This design comes from an exercise in tuning for a short achievable clock period and few clock cycles on the open sky130 flow, not from production work.
In this exercise RTL edits were held to simulation tests only and were not proved equivalent to the original.
No activity file was given, so power comes from the tool's default toggle rates.

$ cat design.v
module regfile(input         clk,
               input         we,
               input  [4:0]  ra1, ra2, wa,
               input  [31:0] wd,
               output [31:0] rd1, rd2);
  reg [31:0] rf[31:1];
  always @(posedge clk)
    if (we && wa != 5'd0) rf[wa] <= wd;
  assign rd1 = (ra1 != 5'd0) ? rf[ra1] : 32'b0;
  assign rd2 = (ra2 != 5'd0) ? rf[ra2] : 32'b0;
endmodule
module loadsel(input      [31:0] a,
               input             lbu,
               input      [1:0]  off,
               output reg [31:0] y);
  always @(*)
    if (lbu)
      case (off)
        2'b00: y = {24'b0, a[7:0]};
        2'b01: y = {24'b0, a[15:8]};
        2'b10: y = {24'b0, a[23:16]};
        2'b11: y = {24'b0, a[31:24]};
      endcase
    else
      y = a;
endmodule
module mips(input         clk, reset,
            output [31:0] pc,
            input  [31:0] instr,
            output        memwrite,
            output [31:0] memaddr,
            output [31:0] memwritedata,
            input  [31:0] memreaddata);
  reg  [31:0] pc_r;          
  reg  [31:0] pcb_r;         
  reg         pcb_j;
  wire [31:0] pcb4 = pcb_r + 32'd4;
  wire [31:0] pcb8 = pcb_r + 32'd8;
  wire [31:0] pc4  = pcb_j ? pcb4 : pcb_r;      
  wire [31:0] pc8  = pcb_j ? pcb8 : pcb4;       
  wire [31:0] pc0  = pcb_j ? pcb_r : pcb_r - 32'd4;   
  wire        if_j = (instr[31:26] == 6'b000010);
  wire [31:0] jt   = {pc4[31:28], instr[25:0], 2'b00};
  reg         d_v;
  reg  [31:0] d_ir;
  reg  [31:0] d_pc4;
  reg  [31:0] d_ra, d_rb;    
  reg         fa_e, fa_m, fa_w, fa_x, fb_e, fb_m, fb_w, fb_x;
  reg         d_bzr;
  reg         d_bz0r;        
  reg         e_we;          
  reg         e_ld;          
  reg         e_lbu;
  reg         e_sw;
  reg         e_beq;
  reg         e_sel_ar, e_sel_and, e_sel_or, e_sel_nor, e_sel_slt;
  reg         e_cin;         
  reg  [4:0]  e_wr;
  reg  [31:0] e_a, e_b, e_sd;
  reg         e_fsd;         
  reg  [31:0] e_bt;
  reg         e_off0;        
  reg         e_off1;        
  reg         m_we, m_ld, m_lbu, m_sw;
  reg  [4:0]  m_wr;
  reg  [31:0] m_res;
  reg  [31:0] m_addr;
  reg  [31:0] m_sd;
  reg         w_we, w2_we;
  reg  [4:0]  w_wr, w2_wr;
  reg  [31:0] w_res, w2_res;
  wire [5:0] op    = d_ir[31:26];
  wire [5:0] funct = d_ir[5:0];
  wire [4:0] rs    = d_ir[25:21];
  wire [4:0] rt    = d_ir[20:16];
  wire [4:0] rd    = d_ir[15:11];
  wire isR    = (op == 6'b000000);
  wire isLW   = (op == 6'b100011);
  wire isLBU  = (op == 6'b100100);
  wire isSW   = (op == 6'b101011);
  wire isBEQ  = (op == 6'b000100);
  wire isJ    = (op == 6'b000010);
  wire isADDI = (op == 6'b001000) | (op == 6'b001001);
  wire isORI  = (op == 6'b001101);
  wire isANDI = (op == 6'b001100);
  wire isLUI  = (op == 6'b001111);
  wire fAND = (funct == 6'b100100);
  wire fOR  = (funct == 6'b100101);
  wire fNOR = (funct == 6'b100111);
  wire fSLT = (funct == 6'b101010);
  wire fSUB = (funct == 6'b100010) | (funct == 6'b100011);
  wire       d_regw = isR | isLW | isLBU | isADDI | isORI | isANDI | isLUI;
  wire [4:0] d_wr   = isR ? rd : rt;
  wire       d_we   = d_v & d_regw & (d_wr != 5'd0);
  wire       d_ld   = isLW | isLBU;
  wire       use_rt = isR | isBEQ;      
  wire       alusrc = ~(isR | isBEQ);
  wire [31:0] simm = {{16{d_ir[15]}}, d_ir[15:0]};
  wire        d_bz = d_bzr;
  wire [8:0]  sblo = {1'b0, d_pc4[7:0]} + {1'b0, d_ir[5:0], 2'b00};
  wire [23:0] d_pch1 = d_pc4[31:8] + 24'd1;
  wire [31:0] d_sbt = {sblo[8] ? d_pch1 : d_pc4[31:8], sblo[7:0]};
  wire [31:0] imm  = isLUI ? {d_ir[15:0], 16'b0} :
                     (isORI | isANDI) ? {16'b0, d_ir[15:0]} : simm;
  wire [31:0] rf_a, rf_b;
  regfile rf(.clk(clk), .we(w_we), .ra1(instr[25:21]), .ra2(instr[20:16]),
             .wa(w_wr), .wd(w_res), .rd1(rf_a), .rd2(rf_b));
  wire [31:0] m_lddata;
  loadsel ls(.a(memreaddata), .lbu(m_lbu), .off(m_res[1:0]), .y(m_lddata));
  wire [31:0] m_val = m_ld ? m_lddata : m_res;
  wire a_e = fa_e, a_m = fa_m, a_w = fa_w, a_x = fa_x;
  wire b_e = fb_e, b_m = fb_m, b_w = fb_w, b_x = fb_x;
  wire [31:0] va_old = a_m ? m_res : a_w ? w_res : a_x ? w2_res : d_ra;    
  wire [31:0] vb_old = b_m ? m_res : b_w ? w_res : b_x ? w2_res : d_rb;
  wire        a_ld   = a_m & m_ld;
  wire        b_ld   = b_m & m_ld;
  wire [32:0] sum1 = {e_a, 1'b1} + {e_b, e_cin};
  wire [31:0] sum  = sum1[32:1];
  wire [31:0] aor  = e_a | e_b;
  wire [31:0] lres = ({32{e_sel_and}} & (e_a & e_b)) |
                     ({32{e_sel_or}}  & aor) |
                     ({32{e_sel_nor}} & ~aor) |
                     {31'b0, e_sel_slt & sum[31]};
  wire [31:0] res  = ({32{e_sel_ar}} & sum) | lres;
  wire        d_sub  = isR & (fSUB | fSLT);
  wire [31:0] bn     = {32{d_sub}};
  wire        sa_ar  = a_e & e_sel_ar;
  wire        sa_ld  = ~a_e & a_ld, sa_old = ~a_e & ~a_ld;
  wire        bx_e   = b_e & ~alusrc;
  wire        sbp_ar = bx_e & e_sel_ar & ~d_sub, sbn_ar = bx_e & e_sel_ar & d_sub;
  wire        sb_lg  = bx_e & ~e_sel_ar;
  wire        sb_ld  = ~alusrc & ~b_e & b_ld, sb_old = ~alusrc & ~b_e & ~b_ld;
  wire        sd_ld  = b_ld;
  wire [31:0] nx_a  = ({32{sa_ar}} & sum) |
                      ({32{a_e}} & lres) | ({32{sa_ld}} & m_lddata) |
                      ({32{sa_old}} & va_old);
  wire [31:0] nx_b  = ({32{sbp_ar}} & sum) | ({32{sbn_ar}} & ~sum) |
                      ({32{sb_lg}} & (lres ^ bn)) | ({32{sb_ld}} & (m_lddata ^ bn)) |
                      ({32{sb_old}} & (vb_old ^ bn)) | ({32{alusrc}} & imm);
  wire [31:0] nx_sd = sd_ld ? m_lddata : vb_old;    
  wire eq     = e_beq & (e_a == e_b);
  wire taken  = eq & ~e_off0 & ~(e_off1 & d_v & ~isJ & ~d_bz & ~zres);
  wire squash = eq & ~e_off0;
  wire stall  = d_v & e_ld & ~d_bz & (a_e | (b_e & use_rt));
  wire [31:0] zx   = e_a ^ e_b;
  wire [31:0] zo   = e_a | e_b;
  wire        zero = &({zx[31:1], zx[0]} ~^ {zo[30:0], e_cin});
  wire        zres = d_v & d_bz0r & a_e & e_sel_ar & ~e_ld;
  wire        ztake = zres & zero;
  wire idtake = d_v & d_bz | ztake;    
  wire        jsel    = if_j & ~idtake & ~stall;
  wire [31:0] pc_id   = jsel ? jt : idtake ? d_sbt : stall ? pc0   : pc4;
  wire [31:0] pcb_id  = jsel ? jt : idtake ? d_sbt : stall ? pcb_r : pc8;
  wire [4:0] irs  = instr[25:21];
  wire [4:0] irt  = instr[20:16];
  wire       dgo  = d_we & ~squash;
  wire       n_bs = (instr[31:26] == 6'b000100) &
                    (instr[15:6] == 10'd0) & (instr[5:0] != 6'd0);
  wire       n_bz = n_bs & (irs == irt);
  wire       n_bz0 = n_bs & (irt == 5'd0) & (irs != 5'd0);
  always @(posedge clk, posedge reset)
    if (reset) begin
      pc_r  <= 32'b0;
      pcb_r <= 32'b0;
      pcb_j <= 1'b1;
      d_v   <= 1'b0;
      e_we <= 1'b0; e_ld <= 1'b0; e_sw <= 1'b0; e_beq <= 1'b0;
      m_we <= 1'b0; m_ld <= 1'b0; m_sw <= 1'b0;
      w_we <= 1'b0; w2_we <= 1'b0;
    end else begin
      pc_r  <= taken ? e_bt : pc_id;
      pcb_r <= taken ? e_bt : pcb_id;
      pcb_j <= taken | jsel | idtake | (stall & pcb_j);
      if (taken | idtake) d_v <= 1'b0;    
      else if (!stall)    d_v <= 1'b1;
      if (squash | stall) begin
        e_we <= 1'b0; e_ld <= 1'b0; e_sw <= 1'b0; e_beq <= 1'b0;
      end else begin
        e_we  <= d_we;
        e_ld  <= d_v & d_ld;
        e_sw  <= d_v & isSW;
        e_beq <= d_v & isBEQ & ~d_bz & ~zres;
      end
      m_we <= e_we;
      m_ld <= e_ld;
      m_sw <= e_sw;
      w_we  <= m_we;
      w2_we <= w_we;
    end
  always @(posedge clk) begin
    d_ra <= stall ? va_old : rf_a;
    d_rb <= stall ? vb_old : rf_b;
    if (stall) begin
      fa_e <= 1'b0; fa_m <= fa_e; fa_w <= fa_m; fa_x <= fa_w;
      fb_e <= 1'b0; fb_m <= fb_e; fb_w <= fb_m; fb_x <= fb_w;
    end else begin
      fa_e <= dgo  & (d_wr == irs);
      fa_m <= e_we & (e_wr == irs);
      fa_w <= m_we & (m_wr == irs);
      fa_x <= w_we & (w_wr == irs);
      fb_e <= dgo  & (d_wr == irt);
      fb_m <= e_we & (e_wr == irt);
      fb_w <= m_we & (m_wr == irt);
      fb_x <= w_we & (w_wr == irt);
      d_bzr <= n_bz;
      d_bz0r <= n_bz0;
    end
    if (!stall) begin
      d_ir  <= instr;
      d_pc4 <= pc4;
    end
    e_lbu     <= isLBU;
    e_sel_ar  <= isR ? (funct[5:1] == 5'b10000) | fSUB : ~(isORI | isANDI);
    e_cin     <= d_sub;
    e_sel_and <= (isR & fAND) | isANDI;
    e_sel_or  <= (isR & fOR) | isORI;
    e_sel_nor <= isR & fNOR;
    e_sel_slt <= isR & fSLT;
    e_wr      <= d_wr;
    e_a       <= nx_a;
    e_b       <= nx_b;
    e_sd      <= nx_sd;
    e_fsd     <= b_e;
    e_bt      <= d_pc4 + {simm[29:0], 2'b00};
    e_off0    <= (d_ir[15:0] == 16'd0);
    e_off1    <= (d_ir[15:0] == 16'd1);
    m_lbu  <= e_lbu;
    m_wr   <= e_wr;
    m_res  <= res;
    m_addr <= {sum[31:2], sum[1:0] & {2{~e_lbu}}};
    m_sd   <= e_fsd ? m_val : e_sd;
    w_wr   <= m_wr;
    w_res  <= m_val;
    w2_wr  <= w_wr;
    w2_res <= w_res;
  end
  assign pc           = pc_r;
  assign memwrite     = m_sw;
  assign memaddr      = m_addr;
  assign memwritedata = m_sd;
endmodule
$ cat flow/run.sh
#!/bin/bash
set -euo pipefail
bash standard.sh \
  SETUP_SLACK_MARGIN=6.5 \
  "BUFFER_PORTS_ARGS=-buffer_cell sky130_fd_sc_hd__buf_4" \
  MATCH_CELL_FOOTPRINT=0 \
  finish > make_finish.log 2>&1
$ cat standard.sh
#!/bin/bash
# synth_recipe.tcl (not shown) runs the flow's synth.tcl, then flattens the netlist and writes it again
# the make line also repeats each setting of config.mk as NAME=value (left out here)
make -C /OpenROAD-flow-scripts/flow DESIGN_CONFIG=/design/flow/config.mk WORK_HOME=/design/flow/orfs CLKGATE_MAP_FILE= SYNTH_SCRIPT=/design/flow/synth_recipe.tcl "${@:-finish}"
$ cat config.mk
export PLATFORM = sky130hd
export DESIGN_NAME = mips
export DESIGN_NICKNAME = mips
export VERILOG_FILES = /design/flow/design.v
export SDC_FILE = /design/flow/constraint.sdc
export NUM_CORES = 4
export LEC_CHECK = 0
export ABC_CLOCK_PERIOD_IN_PS = 2500
export CAP_MARGIN = 20
export CORE_MARGIN = 2
export CORE_UTILIZATION = 55
export SETUP_SLACK_MARGIN = 5
export SLEW_MARGIN = 20
$ cat constraint.sdc
create_clock -name core_clock -period 9.0 [get_ports {clk}]
set_input_delay 1.8000 -clock core_clock [delete_from_list [all_inputs] [get_ports {clk}]]
set_output_delay 1.8000 -clock core_clock [all_outputs]
set_load 0.01 [all_outputs]
==> results.py, run 1 <==
metrics = {
    "worst_setup_path": {
        "cp-start-kind": "input pin",
        "crit_chain": "buf_6 > or4_4 > nor3b_4 > o21ai_4 > buf_4 > buf_12 > nor2_4 > nor2_4 > buf_6 > o21ai_4 > a21oi_1 > o32a_2",
        "critPathMaxStageDelay_ns": 0.59,
        "slowest_stage": "or4_4",
        "worst_ep_arrival_time_ns": 4.01,
        "path_class": "in2reg",
        "reg2reg_slack_ns": 5.74,
        "endpoint_kind": "flop",
        "cp_top_family": "simple AND/OR/NAND/NOR gates",
        "path_buf_inv": 4,
        "crit_fanout": 7,
        "crit_required_ns": 9.68,
    },
    "routing": {
        "routed_wl_mm": 302.4,
        "first_pass_iters": 8,
        "ant_nets": 0,
        "viasPerCell": 7.071,
        "wl_per_cell_um": 37.32,
        "drcViolationCount": 0,
        "drtIter0Drc": 8687,
        "vias": 57280,
    },
    "clock_tree": {
        "clock_latency_ns": 0.83,
        "clockRootBuffer": "clkbuf_16",
        "cts_tree": "built",
        "clock-sinks": 1513,
        "path_clk_slew_ns": 0.06,
        "clockBufferDepth": 3,
        "htreeDepth": 4,
        "cts_made_buffers": 161,
    },
    "final_layout": {
        "largest-register": "rf.rf",
        "final_nets": 6364,
        "design_area_mm2": 0.09482,
        "final_cells": 8101,
        "final_util": 0.7114,
        "syn_to_final_growth_pct": 28.59,
        "largest_reg_flops": 992,
        "drive_gt1_frac": 0.3675,
    },
    "outcome": {
        "outcome": "complete, no violations",
    },
    "logic_synthesis": {
        "ys_warn_count": 3,
        "netlist_area_mm2": 0.07374,
        "postSynthAreaPerCell_um2": 13.17,
        "netlist_instances": 5601,
        "ys_seq_elements": 1513,
        "synth_edf_count": 1053,
        "ys_seq_area_frac": 0.5587,
        "synthDistinctLibCells": 91,
        "synth_top_flop_cell": "edfxtp_1",
        "async_flop_share": 0.04891,
        "syn-num-nets": 5769,
    },
    "floorplanning": {
        "start_util": 0.5532,
        "die_area_mm2": 0.1370,
        "io_pins": 163,
        "core_mm2": 0.1333,
        "row_count": 134,
        "die_y_um": 370.2,
        "fp.dieW_um": 370.2,
    },
    "timing": {
        "finClkSkew_ns": 0.04824,
        "worst_pin_slew_ns": 1.201,
        "finalHoldViolations": 0,
        "tns_ns": 0,
        "timing.hold.ws_ns": 0.3572,
        "rsz0062_at_grt": "yes",
        "period_share": 0.3706,
        "setup_slack_ns": 5.665,
        "final_max_slew_viol_count": 0,
        "period_needed_ns": 3.335,
        "setup_violations": 0,
        "slew_headroom": 0.1995,
        "fmax_mhz": 299.8,
    },
    "placement": {
        "port_buffers": 162,
        "place_ws_ns": 3.875,
        "dpl.hpwl_mm": 156.1,
        "dp.cells": 7233,
        "place.gp.congestion": 0.9604,
        "dpl-instance-area_mm2": 0.07774,
    },
    "power": {
        "p_leak_nw": 34.69,
        "power_density_mw_per_mm2": 221.4,
        "vdd_drop_max_v": 0.0001950,
        "power_mw": 21.00,
    },
    "global_routing": {
        "grt_usage": 0.4323,
        "antenna_found_initial": 9,
        "grt_pass1_vias": 53130,
        "grt_pass1_wl_mm": 412.0,
        "grt.overflow.total": 0,
        "grt_max_degree": 75,
    },
    "min_path": {
        "hold_class": "reg2reg",
    },
    "flow_run": {
        "cap_viol_max_count": 0,
    },
}
[power breakdown]
group | internal (mW) | total, mW | switching, mW
clock network | 3.71 | 6.59 | 2.88
logic | 2.15 | 4.80 | 2.65
registers | 8.68 | 9.61 | 0.929
[cell type report]
class | count | area [um2]
antenna | 7 | 17.52
clock buffer | 227 | 4553
clock inverter | 66 | 581.8
fill | 8906 | 38470
inverter | 117 | 485.5
multi-input combinational | 3551 | 34920
sequential | 1513 | 41360
tap | 1768 | 2212
timing repair buffer | 851 | 10690
timing repair inverter | 1 | 11.26
[placed cells by master, fill, tap and decap left out, types with 50 or more instances in the layout]
| master | n |
|---|---|
| o21ai_1 | 91 |
| clkbuf_16 | 250 |
| o21ai_0 | 107 |
| ha_1 | 56 |
| buf_4 | 384 |
| xnor2_1 | 112 |
| a211oi_1 | 90 |
| nand3_1 | 108 |
| buf_12 | 82 |
| mux2_4 | 65 |
| edfxtp_1 | 1053 |
| a21oi_1 | 258 |
| o22ai_1 | 55 |
| inv_1 | 104 |
| dfxtp_2 | 94 |
| mux2i_1 | 336 |
| a21oi_2 | 69 |
| dfrtp_1 | 58 |
| mux4_2 | 424 |
| nor2_1 | 360 |
| a21o_1 | 58 |
| dfxtp_1 | 287 |
| buf_6 | 241 |
| nor2_4 | 50 |
| nand2_1 | 251 |
| xor2_1 | 99 |
[cells by family (layout without fill, tap and decap cells)]
kind of cell | Yosys count | after routing | share of synthesized area
xor gates and xnor gates | 250 | 250 | 0.02969
other | 0 | 7 | 0
DFF | 1513 | 1513 | 0.5587
adders and majority gates | 103 | 103 | 0.01765
muxes | 853 | 853 | 0.1891
AOI/OAI and AO/OA | 1224 | 1224 | 0.1056
and+or+nand+nor | 1120 | 1121 | 0.06982
buffers and inverters | 538 | 1262 | 0.02942
[worst paths after layout]
kind	start	to	cells after the start
min in group asynchronous	reset	pcb_r[28]$_DFFE_PP0P_	3
hold / removal	e_sw$_DFF_PP0_	m_sw$_DFF_PP0_	0
max in group asynchronous	reset	pcb_r[15]$_DFFE_PP0P_	3
setup / recovery	instr[26]	pcb_r[14]$_DFFE_PP0P_	12
hold reg to reg	e_sw$_DFF_PP0_	m_sw$_DFF_PP0_	0
setup reg to reg	e_b[13]$_DFF_P_	pcb_r[14]$_DFFE_PP0P_	13
[what timing repair did]
action,4_1_cts,5_1_grt
pin swaps,212,223
gates resized for setup,990,300
cloned,115,7
buffers inserted,289,157
endpoints found under the setup margin,903,587
hold endpoints to repair,0,0
hold buffers,0,0
[synth_stat cells (7+ instances only)]
| cell type | number | share of area |
|---|---|---|
| a211oi_1 | 115 | 0.012 |
| a21o_1 | 59 | 0.0060 |
| a21oi_1 | 350 | 0.024 |
| a221o_1 | 29 | 0.0039 |
| a221oi_1 | 50 | 0.0059 |
| a22oi_1 | 68 | 0.0069 |
| a31o_2 | 7 | 0.00083 |
| a31oi_1 | 39 | 0.0033 |
| and2_1 | 11 | 0.00093 |
| and3_1 | 24 | 0.0020 |
| and4_1 | 10 | 0.0012 |
| buf_1 | 97 | 0.0049 |
| buf_2 | 28 | 0.0019 |
| buf_6 | 8 | 0.0012 |
| clkbuf_1 | 278 | 0.014 |
| dfrtp_1 | 73 | 0.025 |
| dfxtp_1 | 386 | 0.10 |
| edfxtp_1 | 1053 | 0.43 |
| ha_1 | 100 | 0.017 |
| inv_1 | 115 | 0.0059 |
| mux2_2 | 78 | 0.012 |
| mux2i_1 | 351 | 0.048 |
| mux4_2 | 424 | 0.13 |
| nand2_1 | 276 | 0.014 |
| nand2b_1 | 17 | 0.0014 |
| nand3_1 | 130 | 0.0088 |
| nand4_1 | 35 | 0.0030 |
| nor2_1 | 418 | 0.021 |
| nor2b_1 | 73 | 0.0062 |
| nor3_1 | 42 | 0.0029 |
| nor3b_1 | 7 | 0.00071 |
| nor4_1 | 28 | 0.0024 |
| o211ai_1 | 38 | 0.0039 |
| o21a_1 | 14 | 0.0014 |
| o21ai_0 | 265 | 0.018 |
| o21bai_1 | 17 | 0.0017 |
| o221ai_1 | 20 | 0.0024 |
| o22ai_1 | 69 | 0.0059 |
| o31ai_1 | 9 | 0.00092 |
| or2_2 | 12 | 0.0010 |
| or3_1 | 14 | 0.0012 |
| xnor2_1 | 135 | 0.016 |
| xor2_1 | 115 | 0.014 |
[layer usage]
layer / GRT usage / up-vias / part of all wire
met5: 0 / - / 0.00017
met4: 0.2748 / 8 / 0.081
met3: 0.1035 / 1088 / 0.13
met2: 0.6439 / 4507 / 0.44
met1: 0.5721 / 28740 / 0.36
li1: - / 22940 / -
Testbench counts, summed over its fixed seeds: cycles 62,109.
==> run 2: changes to the inputs <==
--- a/design.v
+++ b/design.v
@@ -147,7 +147,7 @@
   wire        zero = &({zx[31:1], zx[0]} ~^ {zo[30:0], e_cin});
   wire        zres = d_v & d_bz0r & a_e & e_sel_ar & ~e_ld;
   wire        ztake = zres & zero;
-  wire idtake = d_v & d_bz | ztake;    
+  wire idtake = d_v & d_bz;    
   wire        jsel    = if_j & ~idtake & ~stall;
   wire [31:0] pc_id   = jsel ? jt : idtake ? d_sbt : stall ? pc0   : pc4;
   wire [31:0] pcb_id  = jsel ? jt : idtake ? d_sbt : stall ? pcb_r : pc8;
@@ -168,10 +168,10 @@
       m_we <= 1'b0; m_ld <= 1'b0; m_sw <= 1'b0;
       w_we <= 1'b0; w2_we <= 1'b0;
     end else begin
-      pc_r  <= taken ? e_bt : pc_id;
-      pcb_r <= taken ? e_bt : pcb_id;
-      pcb_j <= taken | jsel | idtake | (stall & pcb_j);
-      if (taken | idtake) d_v <= 1'b0;    
+      pc_r  <= taken ? e_bt : ztake ? d_sbt : pc_id;
+      pcb_r <= taken ? e_bt : ztake ? d_sbt : pcb_id;
+      pcb_j <= taken | ztake | jsel | idtake | (stall & pcb_j);
+      if (taken | ztake | idtake) d_v <= 1'b0;
       else if (!stall)    d_v <= 1'b1;
       if (squash | stall) begin
         e_we <= 1'b0; e_ld <= 1'b0; e_sw <= 1'b0; e_beq <= 1'b0;
==> run 2 against run 1 <==
  * Register-to-register slack is essentially flat
  * Die area increased by 0.37%
  * Combinational power up 5.0%
  * Still clean on timing, DRC and antenna
  * Critical path depth increased by 1
  * Clock skew decreased by 0.0081 ns
  * Wire length fell by 5.7%
  * Clock power rose by 3.8%
  * Total power grew 2.0%
==> results.py, run 2 <==
metrics = {
    "routing": {
        "vias": 55140,
        "first_pass_iters": 6,
        "viasPerCell": 7.019,
        "drcViolationCount": 0,
        "wl_per_cell_um": 36.29,
        "routed_wl_mm": 285.1,
        "drtIter0Drc": 8658,
        "ant_nets": 0,
    },
    "timing": {
        "period_share": 0.3671,
        "finalHoldViolations": 0,
        "final_max_slew_viol_count": 0,
        "worst_pin_slew_ns": 1.129,
        "period_needed_ns": 3.304,
        "finClkSkew_ns": 0.04010,
        "fmax_mhz": 302.7,
        "rsz0062_at_grt": "yes",
        "setup_violations": 0,
        "tns_ns": 0,
        "slew_headroom": 0.2460,
    },
    "logic_synthesis": {
        "postSynthAreaPerCell_um2": 13.60,
        "synth_top_flop_cell": "edfxtp_1",
        "synth_edf_count": 1053,
        "ys_seq_area_frac": 0.5566,
        "synth_common_cells": "1053 x edfxtp_1, 533 x mux4_2, 447 x nor2_1",
        "netlist_area_mm2": 0.07402,
        "async_flop_share": 0.04891,
        "synth_top_area_cell": "edfxtp_1",
        "syn-num-nets": 5612,
        "synthDistinctLibCells": 100,
        "yosys-top-cells-area": "edfxtp_1 43%, mux4_2 16%, dfxtp_1 10%",
        "ys_seq_elements": 1513,
        "netlist_instances": 5444,
        "ys_warn_count": 3,
        "yosysTopAreaCellShare": 0.4272,
        "yosysMostFrequentCell": "edfxtp_1",
    },
    "worst_setup_path": {
        "crit_required_ns": 9.66,
        "critPathMaxStageDelay_ns": 0.55,
        "path_buf_inv": 4,
        "path_class": "in2reg",
        "crit_chain": "buf_6 > or4_4 > nor3b_4 > buf_4 > o21ai_4 > buf_12 > buf_8 > a21oi_4 > a21oi_2 > a22oi_2 > a311oi_2 > a21oi_1 > a21oi_1",
        "worst_ep_arrival_time_ns": 3.96,
        "endpoint_kind": "flop",
        "crit_fanout": 3,
        "cp_top_family": "simple AND/OR/NAND/NOR gates",
        "crit_top_cell": "a21oi_1",
        "cp-start-kind": "input pin",
        "slowest_stage": "or4_4",
    },
    "final_layout": {
        "final_cell_mix": "1053 x edfxtp_1, 533 x mux4_2, 394 x nor2_1, 322 x buf_4, 314 x a21oi_1",
        "largest_reg_flops": 992,
        "nFillCells": 8868,
        "final_nets": 6114,
        "final_common_cell": "edfxtp_1",
        "final_cells": 7856,
        "syn_to_final_growth_pct": 27.32,
        "drive_gt1_frac": 0.3798,
        "largest-register": "rf.rf",
    },
    "placement": {
        "dpl.hpwl_mm": 148.7,
        "dp.cells": 7071,
        "port_buffers": 162,
        "place.gp.congestion": 0.9559,
    },
    "global_routing": {
        "grt_usage": 0.4097,
        "grt_max_degree": 88,
        "antenna_found_initial": 10,
        "grt_pass1_wl_mm": 395.1,
        "grt.overflow.total": 0,
        "grt_pass1_vias": 52080,
    },
    "clock_tree": {
        "cts_made_buffers": 163,
        "cts_tree": "built",
        "path_clk_slew_ns": 0.06,
        "clock_latency_ns": 0.82,
        "clock-sinks": 1513,
        "clockBufferDepth": 3,
        "clockRootBuffer": "clkbuf_16",
        "htreeDepth": 4,
    },
    "floorplanning": {
        "fp.dieW_um": 370.8,
        "die_y_um": 370.8,
        "start_util": 0.5546,
        "die_area_mm2": 0.1375,
        "core_mm2": 0.1335,
        "io_pins": 163,
        "row_count": 134,
    },
    "min_path": {
        "hold_class": "reg2reg",
    },
    "outcome": {
        "outcome": "complete, no violations",
    },
    "flow_run": {
        "cap_viol_max_count": 0,
    },
    "power": {
        "power_density_mw_per_mm2": 227.3,
        "vdd_drop_max_v": 0.0001679,
        "p_leak_nw": 33.81,
    },
}
-- run 2: cell count changes after synthesis, sizes merged, moves of 23 or more --
cell,delta
a211oi,-29
a21oi,+38
a22oi,-38
mux2i,-137
mux4,+109
nand2,-25
nand3,-45
nor2,+32
o211ai,-23
o21ai,-25
-- run 2: metal layers --
| layer | up-vias | GRT usage | routed length, um |
|---|---|---|---|
| li1 | 22170 | - | - |
| met1 | 28160 | 0.5574 | 106000 |
| met2 | 3947 | 0.6211 | 128600 |
| met3 | 855 | 0.09741 | 32850 |
| met4 | 12 | 0.2039 | 17610 |
| met5 | - | 0 | 72 |
-- run 2: cells by family after synthesis --
kind of cell | Yosys count | share of synthesized area
AOI/OAI and AO/OA | 1089 | 0.09245
buffers and inverters | 534 | 0.02852
xor gates and xnor gates | 265 | 0.03176
adders and majority gates | 102 | 0.01745
DFF | 1513 | 0.5566
and+or+nand+nor | 1120 | 0.07080
muxes | 821 | 0.2024
-- run 2: final timing paths --
path,slack [ns],start,end,cells past startpoint
hold reg to reg,0.35,e_sw$_DFF_PP0_,m_sw$_DFF_PP0_,0
setup reg to reg,5.73,d_ir[1]$_DFFE_PN_,e_bt[31]$_DFF_P_,13
max in group asynchronous,7.18,reset,pcb_r[2]$_DFFE_PP0P_,3
hold / removal,0.35,e_sw$_DFF_PP0_,m_sw$_DFF_PP0_,0
min in group asynchronous,1.24,reset,pc_r[8]$_DFF_PP0_,3
setup / recovery,5.70,instr[30],pcb_r[29]$_DFFE_PP0P_,13
-- run 2: metrics by stage --
step                      cell area, um2  power (mW)    util  hold WS (ns)  setup slack (ns)
after detailed placement           77930       13.19  0.5839        0.3347             3.689
after global placement             77920       13.17  0.5838        0.3356             3.660
after CTS                          91550       20.85  0.6859        0.3529             5.715
final                              94240       21.42  0.7061        0.3514             5.696
after floorplan                    75910       11.66       -        0.3312             5.315
after global routing               94230       22.01  0.7061        0.3648             5.614
-- run 2: what timing repair did --
| action | in CTS | in global routing |
|---|---|---|
| hold buffers | 0 | 0 |
| pin swaps | 253 | 187 |
| gates resized for setup | 939 | 314 |
| gates cloned | 111 | 5 |
| buffers inserted | 225 | 137 |
| endpoints found under the setup margin | 645 | 504 |
-- run 2: power breakdown --
part | total, mW | switching (mW) | internal (mW)
combinational | 5.04 | 2.78 | 2.26
sequential | 9.53 | 0.825 | 8.71
clock | 6.84 | 2.93 | 3.91
total | 21.4 | 6.54 | 14.9
-- run 2: area by class of cell --
| class | instances | area (um2) | share of cell area |
|---|---|---|---|
| Antenna cell | 3 | 7.507 | 0.00007966 |
| Clock buffer | 227 | 4589 | 0.04870 |
| Sequential cell | 1513 | 41360 | 0.4389 |
| Multi-Input combinational cell | 3399 | 35220 | 0.3738 |
| Clock inverter | 77 | 818.3 | 0.008683 |
| Timing Repair Buffer | 755 | 9554 | 0.1014 |
| Tap cell | 1768 | 2212 | 0.02347 |
| Inverter | 114 | 470.5 | 0.004992 |
Testbench counts of run 2, summed over its fixed seeds: cycles 62,109.
==> run 3: changes to the inputs <==
--- a/design.v
+++ b/design.v
@@ -149,8 +149,16 @@
   wire        ztake = zres & zero;
   wire idtake = d_v & d_bz;    
   wire        jsel    = if_j & ~idtake & ~stall;
-  wire [31:0] pc_id   = jsel ? jt : idtake ? d_sbt : stall ? pc0   : pc4;
-  wire [31:0] pcb_id  = jsel ? jt : idtake ? d_sbt : stall ? pcb_r : pc8;
+  wire        pass    = ~taken & ~ztake;
+  wire        s_z     = ~taken & ztake;
+  wire        s_j     = pass & jsel;
+  wire        s_b     = pass & idtake;
+  wire        s_h     = pass & stall;
+  wire        s_s     = pass & ~jsel & ~idtake & ~stall;
+  wire [31:0] pc_nx   = ({32{taken}} & e_bt) | ({32{s_z | s_b}} & d_sbt) |
+                        ({32{s_j}} & jt) | ({32{s_h}} & pc0) | ({32{s_s}} & pc4);
+  wire [31:0] pcb_nx  = ({32{taken}} & e_bt) | ({32{s_z | s_b}} & d_sbt) |
+                        ({32{s_j}} & jt) | ({32{s_h}} & pcb_r) | ({32{s_s}} & pc8);
   wire [4:0] irs  = instr[25:21];
   wire [4:0] irt  = instr[20:16];
   wire       dgo  = d_we & ~squash;
@@ -168,8 +176,8 @@
       m_we <= 1'b0; m_ld <= 1'b0; m_sw <= 1'b0;
       w_we <= 1'b0; w2_we <= 1'b0;
     end else begin
-      pc_r  <= taken ? e_bt : ztake ? d_sbt : pc_id;
-      pcb_r <= taken ? e_bt : ztake ? d_sbt : pcb_id;
+      pc_r  <= pc_nx;
+      pcb_r <= pcb_nx;
       pcb_j <= taken | ztake | jsel | idtake | (stall & pcb_j);
       if (taken | ztake | idtake) d_v <= 1'b0;
       else if (!stall)    d_v <= 1'b1;
==> run 3 against run 2 <==
  * Die area shrank 1.2%
  * Clock power shrank 0.6%
  * Core utilization grew 0.78 points
  * Design area shrank 0.15%
  * Clock skew shrank 0.016 ns
  * Critical path type is now reg2reg
  * Register-to-register slack gained 0.07 ns
  * Worst hold slack gained 0.0012 ns
  * The layout now fails its checks (antenna rules)
  * Non-clock buffer count grew 21
  * Total power shrank 1.8%
==> results.py, run 3 <==
metrics = {
    "outcome": {
        "outcome": "failed layout checks",
        "violations": "antenna rules",
    },
    "timing": {
        "fmax_mhz": 312.0,
        "finalHoldViolations": 0,
        "rsz0062_at_grt": "yes",
        "final_max_slew_viol_count": 0,
        "finClkSkew_ns": 0.02420,
        "timing.hold.ws_ns": 0.3526,
        "slew_headroom": 0.2290,
        "worst_pin_slew_ns": 1.155,
        "tns_ns": 0,
        "period_share": 0.3561,
        "setup_violations": 0,
        "period_needed_ns": 3.205,
    },
    "clock_tree": {
        "htreeDepth": 4,
        "cts_tree": "built",
        "clockBufferDepth": 3,
        "clockRootBuffer": "clkbuf_16",
        "clock-sinks": 1511,
        "clock_latency_ns": 0.82,
        "cts_made_buffers": 161,
        "path_clk_slew_ns": 0.06,
        "hold_buffers": 0,
    },
    "global_routing": {
        "grt_usage": 0.4075,
        "grt.overflow.total": 0,
        "grt_pass1_vias": 51300,
        "grt_max_degree": 66,
        "antenna_found_initial": 12,
        "grt_pass1_wl_mm": 389.7,
    },
    "final_layout": {
        "drive_gt1_frac": 0.3889,
        "final_nets": 5999,
        "syn_to_final_growth_pct": 28.63,
        "nFillCells": 8471,
        "largest_reg_flops": 992,
        "largest-register": "rf.rf",
        "final_common_cell": "edfxtp_1",
        "final_cell_mix": "1053 x edfxtp_1, 506 x mux4_2, 337 x buf_4, 327 x nor2_1, 275 x dfxtp_1",
    },
    "routing": {
        "drcViolationCount": 0,
        "wl_per_cell_um": 36.86,
        "ant_nets": 1,
        "wl_met1_mm": 103.1,
        "first_pass_iters": 8,
        "highest_layer": "met5",
        "wl_met3_mm": 34.97,
        "viasPerCell": 7.063,
        "routed_wl_mm": 285.0,
        "drtIter0Drc": 8456,
        "dr_wl_met2_mm": 128.5,
        "vias": 54610,
    },
    "flow_run": {
        "cap_viol_max_count": 0,
    },
    "worst_setup_path": {
        "endpoint_kind": "flop",
        "reg2reg_slack_ns": 5.80,
        "cp-start-kind": "flop",
        "crit_fanout": 9,
        "path_class": "reg2reg",
        "crit_required_ns": 9.65,
        "worst_ep_arrival_time_ns": 3.85,
    },
    "logic_synthesis": {
        "postSynthAreaPerCell_um2": 13.85,
        "yosysMostFrequentCell": "edfxtp_1",
        "synth_top_area_cell": "edfxtp_1",
        "ys_seq_area_frac": 0.5626,
        "yosys-top-cells-area": "edfxtp_1 43%, mux4_2 16%, dfxtp_1 11%",
        "ys_seq_elements": 1511,
        "synth_edf_count": 1053,
        "async_flop_share": 0.04765,
        "netlist_area_mm2": 0.07315,
        "netlist_instances": 5282,
        "synthDistinctLibCells": 78,
        "synth_top_flop_cell": "edfxtp_1",
        "yosysTopAreaCellShare": 0.4323,
        "synth_common_cells": "1053 x edfxtp_1, 506 x mux4_2, 396 x nor2_1",
        "syn-num-nets": 5449,
        "ys_warn_count": 3,
    },
    "floorplanning": {
        "die_y_um": 368.7,
        "die_area_mm2": 0.1359,
        "core_mm2": 0.1318,
        "start_util": 0.5550,
        "fp.dieW_um": 368.7,
        "row_count": 133,
        "io_pins": 163,
    },
    "placement": {
        "place.gp.congestion": 0.9691,
        "dpl.hpwl_mm": 150.9,
        "port_buffers": 162,
    },
    "power": {
        "power_density_mw_per_mm2": 223.5,
        "p_leak_nw": 33.86,
        "vdd_drop_max_v": 0.0001827,
        "power_mw": 21.03,
    },
    "min_path": {
        "hold_class": "reg2reg",
    },
}
-- run 3: cell types whose count changed after synthesis, moves of 17 or more --
cell and delta:
a221oi_1 +35, nand3_1 -25, a221o_1 +17, xnor2_1 -23, o21ai_1 -73, buf_2 -27, o211ai_1 +49, o22ai_1 -35
mux2i_1 +76, nor2_1 -51, a21o_1 +20, a21oi_1 -81, mux4_2 -27
-- run 3: repair_timing --
item / in CTS / in global routing
gates cloned: 115 / 13
buffers inserted: 257 / 132
setup endpoints to repair: 995 / 563
pin swaps: 196 / 183
gates resized for setup: 956 / 320
-- run 3: per-stage QoR --
stage / utilization / worst slack [ns] / instance area (um2) / cells
global placement: 0.5854 / 3.696 / 77150 / 6907
global route: 0.7138 / 5.796 / 94080 / 7726
detailed placement: 0.5856 / 3.733 / 77170 / 6907
finish: 0.7139 / 5.795 / 94090 / 7731
floorplan: - / 5.591 / 75080 / 5282
CTS: 0.6928 / 5.794 / 91310 / 7578
-- run 3: layout make-up --
type / count / area [um2] / area share
flip-flops and latches: 1511 / 41330 / 0.4392
multi-input cells: 3262 / 34880 / 0.3707
repair buffers: 776 / 9799 / 0.1041
clock buffers: 219 / 4478 / 0.04759
well taps: 1755 / 2196 / 0.02334
clock inverters: 80 / 882.1 / 0.009375
inverters: 118 / 488.0 / 0.005186
repair inverters: 2 / 25.02 / 0.0002659
diodes: 8 / 20.02 / 0.0002128
-- run 3: path summary, 6_finish.rpt --
path                            depth (start not counted)             from                   to
worst max-delay path                                   10  e_a[13]$_DFF_P_  pcb_r[15]$_DFF_PP0_
worst min register to register                          0    e_lbu$_DFF_P_        m_lbu$_DFF_P_
max in group asynchronous                               3            reset  pcb_r[17]$_DFF_PP0_
min in group asynchronous                               2            reset   pc_r[29]$_DFF_PP0_
worst min-delay path                                    0    e_lbu$_DFF_P_        m_lbu$_DFF_P_
worst max register to register                         10  e_a[13]$_DFF_P_  pcb_r[15]$_DFF_PP0_
-- run 3: cells by family after synthesis --
group	after synthesis	synth area share
muxes	865	0.2061
AOI/OAI and AO/OA	1061	0.09603
xor gates and xnor gates	230	0.02754
DFF	1511	0.5626
and+or+nand+nor	993	0.06274
adders and majority gates	101	0.01748
buffers and inverters	521	0.02756
-- run 3: per-layer routing --
| layer | vias up | track usage |
|---|---|---|
| met5 | - | 0 |
| met4 | 12 | 0.2083 |
| met3 | 913 | 0.09708 |
| met2 | 4127 | 0.6191 |
| met1 | 27680 | 0.5511 |
| li1 | 21870 | - |
-- run 3: worst max-delay path, stage by stage, from the launching register on --
cell      delay (ns)
dfxtp_1         0.34
inv_1           0.08
ha_4            0.40
xor2_1          0.18
nand4_1         0.47
nor4_4          0.40
a31oi_4         0.18
nor2b_4         0.23
buf_12          0.17
a221oi_4        0.38
o211ai_1        0.19
-- run 3: power breakdown --
| group | leakage, nW | internal [mW] | total [mW] | switching (mW) |
|---|---|---|---|---|
| registers | 13.8 | 8.67 | 9.62 | 0.946 |
| logic | 17.5 | 2.10 | 4.61 | 2.51 |
| clock network | 2.63 | 3.89 | 6.80 | 2.91 |
| total | 33.9 | 14.7 | 21.0 | 6.37 |
Testbench counts of run 3, summed over its fixed seeds: cycles 62,109.
==> run 4: changes to the inputs <==
--- a/config.mk
+++ b/config.mk
@@ -8,6 +8,6 @@
 export ABC_CLOCK_PERIOD_IN_PS = 2500
 export CAP_MARGIN = 20
 export CORE_MARGIN = 2
-export CORE_UTILIZATION = 55
+export CORE_UTILIZATION = 60
 export SETUP_SLACK_MARGIN = 5
 export SLEW_MARGIN = 20
==> run 4 against run 3 <==
  * First-iteration DRC count rose by 9.3%
  * Area after synthesis is the same
  * Critical path depth shrank 4
  * Now clean on timing, DRC and antenna
  * Largest cell class unchanged
  * Register-to-register slack better by 0.03 ns
  * Critical endpoint is now d_rb[11]$_DFF_P_
  * Total power decreased by 0.55%
  * Cell count decreased by 1.8%
  * Clock skew grew 0.027 ns
  * Via count up 1.9%
  * Design area decreased by 0.15%
  * Combinational power hardly changed
==> results.py, run 4 <==
metrics = {
    "final_layout": {
        "final_common_cell": "edfxtp_1",
        "design_area_mm2": 0.09395,
        "final_nets": 5998,
        "final_cell_mix": "1053 x edfxtp_1, 506 x mux4_2, 349 x buf_4, 324 x nor2_1, 268 x dfxtp_1",
        "largest_reg_flops": 992,
        "final_cells": 7591,
        "syn_to_final_growth_pct": 28.44,
        "largest-register": "rf.rf",
        "final_util": 0.7739,
        "drive_gt1_frac": 0.3927,
    },
    "timing": {
        "final_max_slew_viol_count": 0,
        "worst_pin_slew_ns": 1.229,
        "setup_violations": 0,
        "timing.hold.ws_ns": 0.3521,
        "period_needed_ns": 3.240,
        "fmax_mhz": 308.6,
        "slew_headroom": 0.1808,
        "finalHoldViolations": 0,
        "rsz0062_at_grt": "yes",
        "tns_ns": 0,
        "setup_slack_ns": 5.760,
        "period_share": 0.3600,
        "finClkSkew_ns": 0.05093,
    },
    "global_routing": {
        "grt_usage": 0.4396,
        "grt_pass1_wl_mm": 387.6,
        "antenna_found_initial": 14,
        "grt_max_degree": 68,
        "use_met1": 0.5748,
        "grt.overflow.total": 0,
        "grt-busiest-layer": "met2",
        "grt_pass1_vias": 52340,
        "met3_usage": 0.1321,
        "grtUsageMet2": 0.6515,
    },
    "logic_synthesis": {
        "ys_warn_count": 3,
        "ys_seq_elements": 1511,
        "netlist_instances": 5282,
        "synthDistinctLibCells": 78,
        "yosysTopAreaCellShare": 0.4323,
        "ys_seq_area_frac": 0.5626,
        "async_flop_share": 0.04765,
        "yosysMostFrequentCell": "edfxtp_1",
        "synth_top_area_cell": "edfxtp_1",
        "synth_edf_count": 1053,
        "postSynthAreaPerCell_um2": 13.85,
        "synth_common_cells": "1053 x edfxtp_1, 506 x mux4_2, 396 x nor2_1",
        "netlist_area_mm2": 0.07315,
        "syn-num-nets": 5449,
        "synth_top_flop_cell": "edfxtp_1",
        "yosys-top-cells-area": "edfxtp_1 43%, mux4_2 16%, dfxtp_1 11%",
    },
    "routing": {
        "first_pass_iters": 6,
        "drtIter0Drc": 9240,
        "routed_wl_mm": 284.2,
        "vias": 55620,
        "ant_nets": 0,
        "drcViolationCount": 0,
        "wl_per_cell_um": 37.44,
        "viasPerCell": 7.327,
    },
    "worst_setup_path": {
        "critPathMaxStageDelay_ns": 0.64,
        "cp_top_family": "multiplexers",
        "crit_fanout": 6,
        "slowest_stage": "o211ai_1",
        "cp-start-kind": "input pin",
        "path_class": "in2reg",
        "endpoint_kind": "flop",
        "worst_ep_arrival_time_ns": 3.87,
        "path_buf_inv": 2,
        "crit_required_ns": 9.63,
        "crit_chain": "buf_16 > buf_16 > mux4_2 > mux4_2 > o211ai_1 > o21ai_1",
    },
    "clock_tree": {
        "path_clk_slew_ns": 0.06,
        "cts_made_buffers": 156,
        "hold_buffers": 0,
        "cts_tree": "built",
        "clockBufferDepth": 3,
        "clock_latency_ns": 0.83,
        "clockRootBuffer": "clkbuf_16",
        "htreeDepth": 4,
        "clock-sinks": 1511,
    },
    "placement": {
        "dpl.hpwl_mm": 145.8,
        "dp.cells": 6772,
        "dpl-instance-area_mm2": 0.07695,
        "place_ws_ns": 3.710,
        "place.gp.congestion": 0.9683,
        "port_buffers": 162,
    },
    "floorplanning": {
        "io_pins": 163,
        "die_y_um": 353.2,
        "die_area_mm2": 0.1247,
        "fp.dieW_um": 353.2,
        "core_mm2": 0.1214,
        "start_util": 0.6026,
        "row_count": 128,
    },
    "min_path": {
        "hold_class": "reg2reg",
    },
    "power": {
        "power_density_mw_per_mm2": 222.6,
        "vdd_drop_max_v": 0.0002301,
        "p_leak_nw": 33.91,
        "power_mw": 20.91,
    },
    "flow_run": {
        "cap_viol_max_count": 0,
    },
    "outcome": {
        "outcome": "complete, no violations",
    },
}
[run 4: report_power, final]
part | switching (mW) | internal, mW | leakage, nW
clock | 2.79 | 3.92 | 2.55
combinational | 2.51 | 2.07 | 17.6
sequential | 0.949 | 8.68 | 13.8
[run 4: worst paths after layout]
kind,start,end,slack [ns],depth (start not counted)
max in group asynchronous,reset,m_ld$_DFF_PP0_,6.77,3
min in group asynchronous,reset,pcb_r[28]$_DFF_PP0_,1.12,2
max,instr[16],d_rb[11]$_DFF_P_,5.76,6
min,e_sw$_DFF_PP0_,m_sw$_DFF_PP0_,0.35,0
max reg2reg,d_ir[30]$_DFFE_PN_,pcb_r[21]$_DFF_PP0_,5.83,11
min reg2reg,e_sw$_DFF_PP0_,m_sw$_DFF_PP0_,0.35,0
[run 4: logic make-up (layout without fill, tap and decap cells)]
kind of cell	count (synthesis)	in the layout	synth area share
mux	865	865	0.2061
compound gates	1061	1061	0.09603
xor+xnor	230	230	0.02754
buf+inv	521	1186	0.02756
other cells	0	7	0
simple gates	993	1005	0.06274
flops	1511	1511	0.5626
fa+ha+maj	101	101	0.01748
[run 4: area by class of cell]
cell class | count | area (um2)
clock inverters | 67 | 797.0
well taps | 1625 | 2033
diodes | 7 | 17.52
fillers | 7024 | 27450
multi-input cells | 3262 | 35110
inverters | 118 | 471.7
flip-flops and latches | 1511 | 41330
clock buffers | 219 | 4424
repair buffers | 780 | 9748
repair inverters | 2 | 17.52
[run 4: repair_timing]
| action | 4_1_cts | 5_1_grt |
|---|---|---|
| gates cloned | 117 | 16 |
| resized for setup | 923 | 388 |
| endpoints found under the setup margin | 791 | 549 |
| hold endpoints to repair | 0 | 0 |
| pin swaps | 216 | 198 |
| setup buffers | 266 | 126 |
[run 4: routing by layer]
| metal | routed length (um) | vias up | share of wire |
|---|---|---|---|
| li1 | - | 21860 | - |
| met4 | 22410 | 14 | 0.079 |
| met5 | 96 | - | 0.00034 |
| met2 | 125200 | 4865 | 0.44 |
| met1 | 96630 | 27670 | 0.34 |
| met3 | 39860 | 1211 | 0.14 |

[what the ideal ports hide]
In the flow no input, the clock included, has a driving cell. The finished layouts below were timed again as built, in two steps. Step 1, drivers: a clkbuf_16 drives clk and a buf_2 each remaining input, both assumed. Step 2 also shifts input and output timing later by t, the mid clock arrival at the registers, as if the neighbouring blocks saw the same clock. Slacks: ideal / step 1 / step 2; pairs: ideal / step 1.
| run | t (ns) | slack for setup (ns) | hold WS [ns] | latest minus earliest clock arrival (ns) |
|---|---|---|---|---|
| run 1 | 0.889 | 5.665 / 5.715 / 4.826 | 0.357 / 0.357 / 0.357 | 0.053 / 0.053 |
| run 2 | 0.883 | 5.696 / 5.590 / 4.706 | 0.351 / 0.351 / 0.351 | 0.044 / 0.043 |
| run 3 | 0.891 | 5.795 / 5.499 / 4.608 | 0.353 / 0.353 / 0.353 | 0.026 / 0.026 |
| run 4 | 0.895 | 5.760 / 5.559 / 4.665 | 0.352 / 0.352 / 0.352 | 0.053 / 0.053 |
The setup slack of run 3, which loses most, moves by -0.296 ns with the drivers and by -1.187 ns with both steps.
